This design comes from an exercise in tuning for small area, a short achievable clock period and few clock cycles on the open sky130 flow, not from production work. No run shown here included a check of the RTL's function; only the layout flow was run. No driver is modelled on the clock port, so clock power and skew are understated where the tree is cut down; a real chip needs a root buffer or a tree. Power figures rest on the tool's default switching activity, not on a simulated workload.

==> flow/design.v (outline; a module is shown in full before it is edited, if it fits) <==
// module conv2d_3x3_lb: 1073 lines
// module fa3: 10 lines
// module ha2: 9 lines
module conv2d_3x3_lb #(
    parameter MAX_W = 16
)(
    input         clk,
    input         reset,
    input         start,
    input  [7:0]  base_a,
    input  [7:0]  base_b,
    input  [7:0]  base_c,
    input  [4:0]  tile_w,    
    input  [4:0]  tile_h,    
    output reg    busy,
    output reg    done,
    output            a_en,
    output            a_we,          
    output reg  [7:0] a_addr,
    output      [31:0] a_di,         
    input       [31:0] a_dout,
    output            b_en,
    output            b_we,          
    output reg  [7:0] b_addr,
    output      [31:0] b_di,         
    input       [31:0] b_dout,
    output            c_en,
    output            c_we,
    output reg  [7:0] c_addr,
    output reg [31:0] c_di,
    input       [31:0] c_dout        
);
  // ...
==> flow/flow/run.sh <==
#!/bin/bash
# Standard ORFS layout (the standard.sh, unchanged synthesis), with
# timing repair aimed well below the clock period, plain buffers on the ports
# instead of delay buffers, and a two-level clock tree (see post_cts.tcl).
set -euo pipefail
here=$(pwd)
bash standard.sh \
  SETUP_SLACK_MARGIN=11 \
  BUFFER_PORTS_ARGS="-buffer_cell sky130_fd_sc_hd__buf_2" \
  CTS_ARGS="-sink_clustering_enable -repair_clock_nets -sink_clustering_size 30 -sink_clustering_max_diameter 150 -dont_use_dummy_load" \
  POST_CTS_TCL="$here/flow/post_cts.tcl" \
  finish > standard.log 2>&1
==> flow/flow/post_cts.tcl <==
# Runs at the end of ORFS's CTS step (POST_CTS_TCL hook).
# TritonCTS builds a root buffer, H-tree buffers and leaf (sink cluster)
# buffers. This design has few registers, so the H-tree level is removed: the
# root buffer drives every leaf buffer directly. Every register's clock still
# comes through two clkbuf_16, with nearly the same latency for all of them.
set block [ord::get_db_block]
set clk_net [[$block findBTerm clk] getNet]
proc is_clkbuf {inst} {
  return [string match "sky130_fd_sc_hd__clkbuf_*" [[$inst getMaster] getName]]
}
set root ""
set leaves {}
set middles {}
foreach inst [$block getInsts] {
  if {![is_clkbuf $inst]} { continue }
  set out [[$inst findITerm X] getNet]
  set in [[$inst findITerm A] getNet]
  if {$out == "NULL" || $in == "NULL"} { continue }
  if {[$out getSigType] != "CLOCK"} { continue }
  if {[$in getName] == [$clk_net getName]} { set root $inst; continue }
  set drives_buf 0
  foreach it [$out getITerms] {
    if {[$it isInputSignal] && [is_clkbuf [$it getInst]]} { set drives_buf 1 }
  }
  if {$drives_buf} { lappend middles $inst } else { lappend leaves $inst }
}
puts "post_cts: root [expr {$root == "" ? "none" : [$root getName]}], [llength $middles] middle buffers, [llength $leaves] leaf buffers"
if {$root != "" && [llength $middles] >= 1 && [llength $leaves] <= 12} {
  set root_net [[$root findITerm X] getNet]
  foreach inst $leaves {
    set a [$inst findITerm A]
    $a disconnect
    $a connect $root_net
  }
  foreach inst $middles {
    set out [[$inst findITerm X] getNet]
    odb::dbInst_destroy $inst
    if {[llength [$out getITerms]] == 0} { odb::dbNet_destroy $out }
  }
  puts "post_cts: the root buffer now drives the leaf buffers directly"
  estimate_parasitics -placement
  repair_timing_helper
  detailed_placement
  check_placement -verbose
  report_clock_latency
}
==> flow/standard.sh <==
#!/bin/bash
# synth_recipe.tcl (not shown) runs the flow's synth.tcl, then flattens the netlist and writes it again
# the make line also repeats each setting of config.mk as NAME=value (left out here)
make -C /OpenROAD-flow-scripts/flow DESIGN_CONFIG=/design/flow/config.mk WORK_HOME=/design/flow/orfs CLKGATE_MAP_FILE= SYNTH_SCRIPT=/design/flow/synth_recipe.tcl "${@:-finish}"
==> flow/config.mk <==
export PLATFORM = sky130hd
export DESIGN_NAME = conv2d_3x3_lb
export DESIGN_NICKNAME = conv2d_3x3_lb
export VERILOG_FILES = /design/flow/design.v
export SDC_FILE = /design/flow/constraint.sdc
export NUM_CORES = 4
export LEC_CHECK = 0
export CAP_MARGIN = 20
export CORE_MARGIN = 2
export CORE_UTILIZATION = 40
export SLEW_MARGIN = 20
export SYNTH_HIERARCHICAL = 1
export SYNTH_MINIMUM_KEEP_SIZE = 0
==> flow/constraint.sdc <==
create_clock -name core_clock -period 15.0 [get_ports {clk}]
set_input_delay 3.0000 -clock core_clock [delete_from_list [all_inputs] [get_ports {clk}]]
set_output_delay 3.0000 -clock core_clock [all_outputs]
set_load 0.01 [all_outputs]
==> flow_summary.toml, run 1 <==
[run_status]
status = "complete, no violations"

[placed_design]
place_ws_ps = 9710

[detailed_routing]
drt_iter0_drc = 1177
wl_met2_mm = 26.9
wl_met1_mm = 22.2

[synth]
yosys.area_share.adder_pct = 31.4
synth_flop_cell = "dfxtp_1"
syn_inst = 1752
synth_mux_area_share_pct = 0.628

[pwr]
p_leak_nw = 8.62
internal_power_mw = 2.76
seqPwrFrac_pct = 18.9

[critical_path]
endpoint_kind = "flip-flop"
cpLargestDelayFamily = "adder cells"
path_buf_inv = 1

[cells_and_area]
num-clock-buffers = 9
clkCellAreaFrac_pct = 1.01
layoutNonFillerInstCount = 2517
reg_top3 = "A_r x32, c_di x32, p_s x32"
fin_util_pct = 47.1
nFillCells = 4411
layout-area-overhead-vs-synth_pct = 16.8

[clocking]
clk_latency_ps = 440
clock-sinks = 215

[timing]
whs_ps = 333
rsz0062_at_grt = "yes"

[global_route]
use_met3_pct = 5.69
==> run 2: changes to the inputs <==
==> flow/flow/run.sh (replaced) <==
#!/bin/bash
# Standard ORFS layout (the standard.sh, unchanged synthesis), with
# timing repair aimed well below the clock period, and plain buffers on the
# ports instead of delay buffers.
set -euo pipefail
bash standard.sh \
  SETUP_SLACK_MARGIN=11 \
  BUFFER_PORTS_ARGS="-buffer_cell sky130_fd_sc_hd__buf_2" \
  CTS_CLUSTER_SIZE=40 CTS_CLUSTER_DIAMETER=80 \
  finish > standard.log 2>&1
removed: flow/flow/post_cts.tcl
==> run 2 against run 1 <==
  * Critical path type unchanged
  * Die area stayed put
  * Total power is 4.5% higher
  * Routed wire length is 0.22% lower
  * Fmax is 1.4% lower
  * Largest power group unchanged
  * Clock power is 61% higher
  * Sequential power is 1% higher
  * Via count is 0.90% higher
  * Still clean
  * Clock-buffer cell count is 7 higher
==> flow_summary.toml, run 2 <==
[synth]
yosys.area.top_type = "fa_1"
synth_edf_count = 43
syn-mean-instance-area_um2 = 10.9
yosysUniqueCellTypes = 56
netlist_top_cells_area = "fa_1 27%, dfxtp_1 18%, xnor2_1 15%, a22oi_1 9.8%, edfxtp_1 6.8%"
synth_flop_cell = "dfxtp_1"
synth.ff_latch_count = 215
synthArstFlopShare_pct = 0
synth_commonest_cells = "323 x xnor2_1, 256 x fa_1, 249 x a22oi_1"
synth_top_area_share_pct = 26.8
syn-cell-area_um2 = 19100
ys_seq_area_share_pct = 24.8
syn_inst = 1752
yosysMostFrequentCell = "xnor2_1"
yosysWarningCount = 7

[clocking]
clock-sinks = 215
cts_buffers = 15
cts.clk_slew.worst_paths_ps = 100
cts_tree = "done"
cts_buffer_depth = 3
cts_root_buf = "clkbuf_16"
hold_buffers = 0
clk_latency_ps = 550
htreeDepth = 1

[pwr]
power_density_nw_per_um2 = 229
switching_share_pct = 44.7
internal_power_mw = 2.88
p_leak_nw = 8.80
clkPwrFrac_pct = 8.9
combPwrFrac_pct = 72.8
p_sw_mw = 2.33
irDropWorstVdd_mv = 0.193
seqPwrFrac_pct = 18.3

[floorplanning]
initial_core_util_pct = 40.3
die_x_um = 223
placeableCoreArea_um2 = 47400
num_rows = 80
boundaryPins = 261
design.die.area_um2 = 49600
die_y_um = 223

[detailed_routing]
drt.antenna.violating_nets = 0
routed_wl_mm = 56.9
via_per_inst = 5.54
vias = 14100
firstDrtPassIters = 7
drc = 0
drt_iter0_drc = 1056
wire_per_inst_um = 22.4

[global_route]
grt_max_degree = 55
grt_overflow = 0
grt_pass1_vias = 14700
grt_pass1_wl_mm = 84.8
grt_util_all_layers_pct = 22.2
antenna_found_initial = 4

[flow_run]
maxCapViolCount = 0

[critical_path]
start_kind = "flip-flop"
worst_ep_arrival_time_ps = 5020
critPathKind = "flip-flop to flip-flop"
endpoint_kind = "flip-flop"
path_max_fanout = 20
worst_ep_required_time_ps = 15410

[run_status]
status = "complete, no violations"

[timing]
worstMarginPinSlew_ps = 811
skew_ps = 44.9
fin_crit_ps = 4600
finalCritPeriodShare_pct = 30.7
fin_tns_setup_ps = 0
rsz0062_at_grt = "yes"
relSlewSlack_pct = 46.0
setup_ws_ps = 10400
setup_violations = 0
drv_slew = 0
timing.fmax_mhz = 217
hold_viol = 0
whs_ps = 332

[placed_design]
io_buffers = 162
hpwlAfterDp_mm = 36.3
place_ws_ps = 9710
finalWeightedCongestion = 0.912

[cells_and_area]
fin_util_pct = 48.0
layout-area-overhead-vs-synth_pct = 18.9
layout_common_cells = "314 x xnor2_1, 227 x a22oi_1, 224 x fa_1, 128 x buf_2, 83 x dfxtp_1"
drive_gt1_share_pct = 26.4
nFillCells = 4379
final_common_cell = "xnor2_1"
nets = 2368
reg_top3 = "A_r x32, c_di x32, p_s x32"

[min_path]
hp-class = "flip-flop to flip-flop"
==> run 2: final timing paths <==
| path | from | slack (ps) | to | depth (start not counted) |
|---|---|---|---|---|
| setup / recovery | bone[6] | 10400 | p_s[31] | 14 |
| hold / removal | f2 | 330 | f3 | 0 |
| setup reg to reg | bone[6] | 10400 | p_s[31] | 14 |
| hold reg to reg | f2 | 330 | f3 | 0 |
==> run 2: layout make-up <==
class                      count  area (µm²)  area share, %
antenna                        4        10.0         0.0440
sequential                   215        4940           21.7
clock inverter                10         155          0.682
timing repair buffer         277        2540           11.2
tap                          615         769           3.38
inverter                      51         195          0.858
multi-input combinational   1349       13800           60.5
clock buffer                  16         379           1.67
==> run 2: Yosys stat by module (local to each module, per instance) <==
module	times used	flops+latches
fa3	240	0
conv2d_3x3_lb	1	215
ha2	16	0
==> run 2: timing repair <==
action                     in CTS  in global routing
buffers inserted               33                 31
gates cloned                    9                  5
pin swaps                      13                 36
resized for setup             218                100
setup endpoints to repair     101                 70
==> run 2: critical path, cell delays in order (launching register included) <==
cell	delay [ps]
dfxtp_4	560
a22oi_1	160
xnor2_1	170
fa_1	460
fa_1	500
fa_2	360
fa_2	350
fa_1	470
fa_2	350
xor2_1	160
xnor2_1	140
xnor2_1	260
xnor2_1	190
xnor2_1	190
xnor2_2	180
==> run 2: cell families after synthesis <==
group	Yosys count	share of synthesized area [%]
AO/OA/AOI/OAI	363	13.8
XOR/XNOR	372	17.0
multiplexers	11	0.628
buffers and inverters	267	7.05
AND/OR/NAND/NOR	197	5.40
adder cells (fa/ha/maj)	326	31.4
other	1	0.0196
flip-flops	215	24.8
==> run 2: power groups by stage <==
stage          clock network (mW)  registers (mW)  logic, mW
3_5_place_dp                    0           0.949       3.47
4_1_cts                     0.479           0.952       3.62
2_1_floorplan                   0           0.925       2.53
5_1_grt                     0.498           0.969       4.30
3_3_place_gp                    0           0.944       3.39
6_report                    0.463           0.953       3.79
==> run 2: layer usage <==
layer	global-route usage, %	vias to the layer above	wire length, µm
met3	4.85	206	5230
met5	0	-	0
met4	12.1	0	3020
met1	27.1	6983	22100
li1	-	6124	-
met2	36.6	738	26600
==> run 2: stage by stage <==
step / power (mW) / instance area (µm²) / instances
CTS: 5.06 / 22000 / 2497
floorplan: 3.45 / 19600 / 1831
global route: 5.77 / 22700 / 2535
global placement: 4.34 / 20200 / 2429
detailed placement: 4.42 / 20200 / 2429
finish: 5.20 / 22800 / 2537

[port drivers added, routing unchanged]
The flow's constraints put no driver on any port. The routed layouts listed below were extracted and timed again, unchanged, in two steps.
Step 1, drivers: a clkbuf_16 drives clk and a buf_2 each remaining input, both assumed.
Step 2 also shifts input and output timing later by t, the mid clock arrival at the registers, as if the neighbouring blocks saw the same clock.
Three values: no drivers, after step 1, after step 2; two values: the first two.
run	shift t [ns]	setup slack, ns	latest minus earliest clock arrival (ns)	worst data-port slew with drivers (ns)
run 1	0.456	10.460 / 10.460 / 10.460	0.071 / 0.072	0.08
run 2	0.583	10.396 / 10.396 / 10.396	0.046 / 0.046	0.08
After both steps setup and hold are still met in every run listed.
